From an optimization exercise on the open Yosys and OpenROAD flow, aimed at small area, a short achievable clock period and few clock cycles per item; shortcuts taken in it are not production practice.
Only the layout flow was run in this run; the RTL was not checked for function there.
Power is estimated from default activity; no workload was simulated.

### design.v
module div_step #(
    parameter R = 8,
    parameter L = 8,
    parameter M1 = 0
) (
    input  [R+L-1:0] rq,       
    input  [R-1:0]   dv,       
    input            qen,
    input            qinv,
    output [R+L-1:0] rq_next
);
    wire [R:0]   t    = rq[R+L-1:L-1];        
    wire [R+1:0] diff = {1'b0, t} + {2'b11, ~dv} + (M1 ? 1'b0 : 1'b1);    
    wire         ge   = ~diff[R+1];
    wire [R-1:0] rem  = ge ? diff[R-1:0] : t[R-1:0];
    assign rq_next = {rem, rq[L-2:0], (ge & qen) ^ qinv};
endmodule
module rgb2hsv_clk (
    input pclk,
    input rst,  
    input enable,  
    input[23:0] RGB24,
    output[24:0] HSV25,
    output reg hsv_done
);
reg [23:0] rgb_q;
reg [2:0]  cnt;       
reg [7:0]  vmax;      
reg [7:0]  dm1;       
reg [15:0] srq;       
reg [13:0] hrq;       
reg [1:0]  sel;       
reg        neg;       
reg        nz;        
always @(posedge pclk) begin
    rgb_q <= RGB24;
    if (rst) begin
        cnt <= 3'd0;
        hsv_done <= 1'b0;
    end else begin
        if (enable)
            cnt <= 3'd1;
        else if (cnt == 3'd5)
            cnt <= 3'd0;
        else if (cnt != 3'd0)
            cnt <= cnt + 3'd1;
        hsv_done <= cnt == 3'd5;
    end
end
wire [7:0] r = rgb_q[23:16];
wire [7:0] g = rgb_q[15:8];
wire [7:0] b = rgb_q[7:0];
wire r_ge_g = r >= g;
wire r_ge_b = r >= b;
wire g_ge_b = g >= b;
wire rmax = r_ge_g & r_ge_b;
wire gmax = ~rmax & g_ge_b;
wire [7:0] mx  = rmax ? r : (gmax ? g : b);
wire [7:0] mid = rmax ? (g_ge_b ? g : b) : gmax ? (r_ge_b ? r : b) : (r_ge_g ? r : g);
wire [7:0] mn  = rmax ? (g_ge_b ? b : g) : gmax ? (r_ge_b ? b : r) : (r_ge_g ? g : r);
wire [1:0] f_sel = rmax ? 2'd0 : (gmax ? 2'd1 : 2'd2);
wire f_neg = rmax ? ~g_ge_b : gmax ? r_ge_b & (r != b) : ~r_ge_g;
wire [7:0] f_dm1 = mx + ~mn;
wire [7:0] f_x   = mid - mn;
wire [15:0] s_mid, s_next;
div_step #(.R(8), .L(8)) u_s0 (.rq(srq),   .dv(vmax), .qen(nz), .qinv(1'b0), .rq_next(s_mid));
div_step #(.R(8), .L(8)) u_s1 (.rq(s_mid), .dv(vmax), .qen(nz), .qinv(1'b0), .rq_next(s_next));
wire        hc2 = cnt == 3'd2;
wire [13:0] h60 = {hrq[7:0], 6'd0} - {4'd0, hrq[7:0], 2'd0};
wire [13:0] h_in = hc2 ? h60 : hrq;
wire [13:0] h_mid, h_next;
div_step #(.R(8), .L(6), .M1(1)) u_h0 (.rq(h_in),  .dv(dm1), .qen(1'b1), .qinv(neg), .rq_next(h_mid));
div_step #(.R(8), .L(6), .M1(1)) u_h1 (.rq(h_mid), .dv(dm1), .qen(1'b1), .qinv(neg), .rq_next(h_next));
wire [5:0]  hq = h_mid[5:0];
wire [8:0]  base = sel == 2'd0 ? (neg ? 9'd297 : 9'd0) :
                   sel == 2'd1 ? (neg ? 9'd57 : 9'd120) :
                                 (neg ? 9'd177 : 9'd240);
wire [8:0]  hue = base + {3'd0, hq};
always @(posedge pclk) begin
    if (cnt == 3'd1) begin
        vmax <= mx;
        sel  <= f_sel;
        neg  <= f_neg;
        dm1  <= f_dm1;
        nz   <= ~&f_dm1;
        srq  <= {f_dm1, ~f_dm1};
        hrq  <= {6'd0, f_x};
    end else begin
        srq <= s_next;
        if (hc2)
            hrq <= h_mid;
        else if (cnt == 3'd5)
            hrq <= {5'd0, hue};
        else
            hrq <= h_next;
    end
end
assign HSV25 = {hrq[8:0], srq[7:0], vmax};
endmodule
### constraint.sdc
create_clock -name core_clock -period 8.0 [get_ports {pclk}]
set_input_delay 1.6000 -clock core_clock [delete_from_list [all_inputs] [get_ports {pclk}]]
set_output_delay 1.6000 -clock core_clock [all_outputs]
set_load 0.01 [all_outputs]
### standard.sh
#!/bin/bash
# synth_recipe.tcl (not shown) runs the flow's synth.tcl, then flattens the netlist and writes it again
# the make line also repeats each setting of config.mk as NAME=value (left out here)
make -C /OpenROAD-flow-scripts/flow DESIGN_CONFIG=/design/flow/config.mk WORK_HOME=/design/flow/orfs CLKGATE_MAP_FILE= SYNTH_SCRIPT=/design/flow/synth_recipe.tcl "${@:-finish}"
### flow/make_args.txt
SETUP_SLACK_MARGIN=4.5
BUFFER_PORTS_ARGS=-buffer_cell sky130_fd_sc_hd__buf_1
CTS_BUF_LIST=sky130_fd_sc_hd__clkbuf_4 sky130_fd_sc_hd__clkbuf_8
### flow/run.sh
#!/bin/bash
# Layout flow: the standard ORFS flow, with the ORFS variables listed in
# flow/make_args.txt (one VAR=value per line) added to its make command line,
# e.g. a tighter SETUP_SLACK_MARGIN for the timing repair.  If flow/abc.script
# exists, synthesis uses it as ABC's mapping script; everything else, and
# every later step, is the standard flow.  Each step's full output goes to a
# log file in this folder; ORFS's own logs stay under orfs/logs.
set -euo pipefail
ARGS=()
while IFS= read -r line; do
  [[ -z "$line" || "$line" == \#* ]] && continue
  ARGS+=("$line")
done < flow/make_args.txt
if [[ -f flow/abc.script ]]; then
  mkdir -p scripts_abc
  for f in "$FLOW_HOME"/scripts/*; do ln -sf "$f" scripts_abc/; done
  rm -f scripts_abc/abc_speed.script
  cp flow/abc.script scripts_abc/abc_speed.script
  bash standard.sh SCRIPTS_DIR="$PWD/scripts_abc" "${ARGS[@]}" synth > synth.log 2>&1
fi
bash standard.sh "${ARGS[@]}" finish > finish.log 2>&1
### config.mk
export PLATFORM = sky130hd
export DESIGN_NAME = rgb2hsv_clk
export DESIGN_NICKNAME = rgb2hsv_clk
export VERILOG_FILES = /design/flow/design.v
export SDC_FILE = /design/flow/constraint.sdc
export NUM_CORES = 4
export LEC_CHECK = 0
export CAP_MARGIN = 20
export CORE_MARGIN = 2
export CORE_UTILIZATION = 40
export SLEW_MARGIN = 20
==> flow_summary_export.csv <==
group,metric,value,unit
placement,dp.cells,992,
die,initial_core_util,40.8,%
setup_path,crit_path_start,"hrq[6]",
layout,drive_gt1_share,33.9,%
setup_path,critical_path_class,"reg -> reg",
timing,fin_skew,10.1,ps
setup_path,arrival,5290,ps
cts,root_buffer,"clkbuf_8",
die,die_h,131,um
min_path,hold_class,"reg -> reg",
detailed_routing,drtPass1Iterations,5,
synthesis,synth_top_cell_by_area,"dfxtp_1",
flow_run,maxCapViolCount,0,
timing,setup_ws,2950,ps
timing,post-route-min-period,5050,ps
synthesis,seq_area_frac_synth,27.2,%
placement,gp_congestion,0.880,
layout,nets,999,
cts,clk_latency,380,ps
cts,htreeDepth,3,
layout,diodes,0,
timing,rsz0062_at_grt,"true",
detailed_routing,drt-vias-per-instance,5.53,
synthesis,synth_area_per_cell,8.52,sq um
detailed_routing,wire_per_inst,17.1,um
synthesis,ys.flop_type,"dfxtp_1",
timing,worst_pin_slew,948,ps
synthesis,synth_top_cells_by_count,"ha_1, inv_1, nor2_1, dfxtp_1, a21oi_1",
setup_path,rr_worst_depth,26,
synthesis,yosysWarnings,1,
power,swShare,44.9,%
grt,antenna_found_initial,0,
placement,hpwl,12900,um
detailed_routing,drcViolationCount,0,
cts,cts_tree,"yes",
detailed_routing,routed_wl,18800,um
synthesis,synth_top_cell_area_share,18.0,%
layout,final_cell_count_no_fill,1103,
grt,grt_pass1_vias,6124,
placement,port_buffers,52,
synthesis,ys_types,70,
timing,min_period_over_period,63.2,%
placement,pre_cts_ws,2430,ps
timing,fmax,198,MHz
setup_path,critPathMaxStageDelay,380,ps
timing,hold_viol,0,
cts,ctsHoldBuffers,0,
cts,cts_made_buffers,9,
setup_path,critPathLaunchType,"flop",
setup_path,crit_required,8240,ps
synthesis,async_flop_share,0,%
min_path,hp-start,"srq[0]",
synthesis,syn_inst,759,
synthesis,synth-seq-cells,78,
synthesis,synthTopCellsByArea,"dfxtp_1, ha_1, edfxtp_1, a21oi_1, inv_1",
die,die_area,17200,sq um
die,die-width,131,um
power,power.density,505,nW/um^2
detailed_routing,drt_iter0_markers,383,
layout,syn2layout_area_growth,35.5,%
layout,seqCellArea,1830,sq um
placement,placed_area,7060,sq um
die,fp-row-count,46,
layout,final_area,8760,sq um
power,combPwrFrac,77.5,%
grt,overflow,0,
grt,grt_use_total,21.6,%
power,clockPowerShare,7.9,%
power,ir_drop,0.000204,V
timing,setup_violations,0,
power,power.switching,0.00199,W
power,seqPwrFrac,14.6,%
setup_path,end_kind,"flop",
power,p_leak,3.66,nW
die,pin_count,53,
status,status,"finished clean",
timing,fin_setup_tns,0,ps
synthesis,synth_nets,876,
setup_path,path_max_fanout,6,
layout,multi_input_area,5190,sq um
cts,cts_sinks,78,
timing,relSlewSlack,36.8,%
synthesis,syn_area,6460,sq um
detailed_routing,ant_nets,0,
setup_path,cp_slowest_cell,"dfxtp_4",
synthesis,synth_edf_count,20,
grt,grt_pass1_wl,30200,um
synthesis,synth_most_common_cell,"ha_1",
die,coreArea,15800,sq um
grt,grt_max_degree,42,
timing,slew_violations,0,
detailed_routing,vias,6098,
min_path,hold_path_depth,1,
power,p_int,0.00244,W
cts,clockBufferDepth,2,
layout,fillers,1421,
setup_path,reg2reg_from,"hrq[6]",
cts,clk_pin_slew,90,ps
[worst max-delay path: cells and delay by family, from the launching register on]
kind / cells / cell delay, ps
compound gates: 10 / 1860
xor+xnor: 1 / 160
fa+ha+maj: 3 / 720
buf+inv: 5 / 540
flops: 1 / 380
mux: 1 / 250
simple gates: 6 / 990
[metal layers]
metal / GRT usage (%) / wire, um / vias to the layer above
met1: 26.1 / 8000 / 2929
met2: 37.6 / 9540 / 159
met3: 3.70 / 753 / 36
met4: 9.48 / 527 / 0
met5: 0 / 0 / -
li1: - / - / 2974
[per-stage QoR]
stage | hold WS (ps) | utilization (%) | total power (W)
6_report | 470 | 55.4 | 0.00442
5_1_grt | 504 | 55.4 | 0.00476
4_1_cts | 473 | 52.4 | 0.00400
3_5_place_dp | 452 | 44.6 | 0.00308
3_3_place_gp | 462 | 44.6 | 0.00302
2_1_floorplan | 442 | - | 0.00266
[repair_timing]
item,in CTS,in global routing
gates resized for setup,111,69
gates cloned,1,0
setup buffers,74,20
pin swaps,60,38
endpoints found under the setup margin,37,32
[kinds of logic (layout without fill, tap and decap cells)]
family / after synthesis / after routing / synth area share (%)
AOI/OAI and AO/OA: 232 / 233 / 24.0
and+or+nand+nor: 188 / 188 / 14.0
buffers and inverters: 107 / 234 / 7.26
adders and majority gates: 90 / 90 / 18.1
DFF: 78 / 78 / 27.2
xor gates and xnor gates: 40 / 40 / 5.42
muxes: 24 / 24 / 4.01
[registers in the layout (all words and copies together), names as in the netlist]
register  count
rgb_q        24
srq          16
hrq          14
dm1           8
vmax          8
cnt           3
sel           2
hsv_done      1
neg           1
nz            1
[cell type report]
type	instances	area share, %
Clock inverter	6	1.07
Inverter	69	3.10
Multi-Input combinational cell	575	59.3
Timing Repair Buffer	149	11.1
Clock buffer	10	1.50
Tap cell	216	3.08
Sequential cell	78	20.9
[worst paths after layout]
check	to	slack [ps]
min	srq[2]	470
max reg2reg	hrq[13]	2950
max	hrq[13]	2950
min reg2reg	srq[2]	470
[placed cells by master (no fill, tap or decap), types with 10 or more instances in the layout]
cell type,n
buf_4,84
nor2_1,61
ha_1,61
inv_1,56
buf_1,52
nand2_1,44
a21oi_1,40
dfxtp_1,30
xnor2_1,24
ha_4,21
o21ai_0,20
edfxtp_1,20
a21oi_2,16
o21a_1,16
a21o_1,15
dfxtp_2,15
o21ai_2,13
dfxtp_4,13
buf_6,13
o21ai_1,12
o22ai_1,11
mux2_2,10
[power groups by stage]
stage               combinational, W  clock [W]  sequential, W
finish                       0.00343   0.000351       0.000644
global route                 0.00373   0.000377       0.000660
floorplan                    0.00205          0       0.000611
global placement             0.00236          0       0.000653
detailed placement           0.00242          0       0.000656
CTS                          0.00300   0.000358       0.000637

[port drivers added, routing unchanged]
The results above use ideal ports. As a check the final layout listed here was re-extracted and re-timed, cells and wires unchanged.
Step 1 assumes that a clkbuf_16 drives the clock port and a buf_2 every other input.
Step 2 moves the port delays by t, midway between the first and last clock arrival at a register: inputs arrive t later, outputs are due t later. That takes back most of the time a late clock gives input paths.
Three values: no drivers, after step 1, after step 2; two values: the first two.
shift t [ns]: 0.415
setup WS [ns]: 2.947 / 2.947 / 2.947
worst setup path at the end: register to register
worst register clock-pin slew, ns: 0.09 / 0.09
cell pins on the clock port's net: 1
After both steps this run still meets setup and hold. For this run, drivers alone change the setup slack by 0.000 ns; drivers and shift together by 0.000 ns.
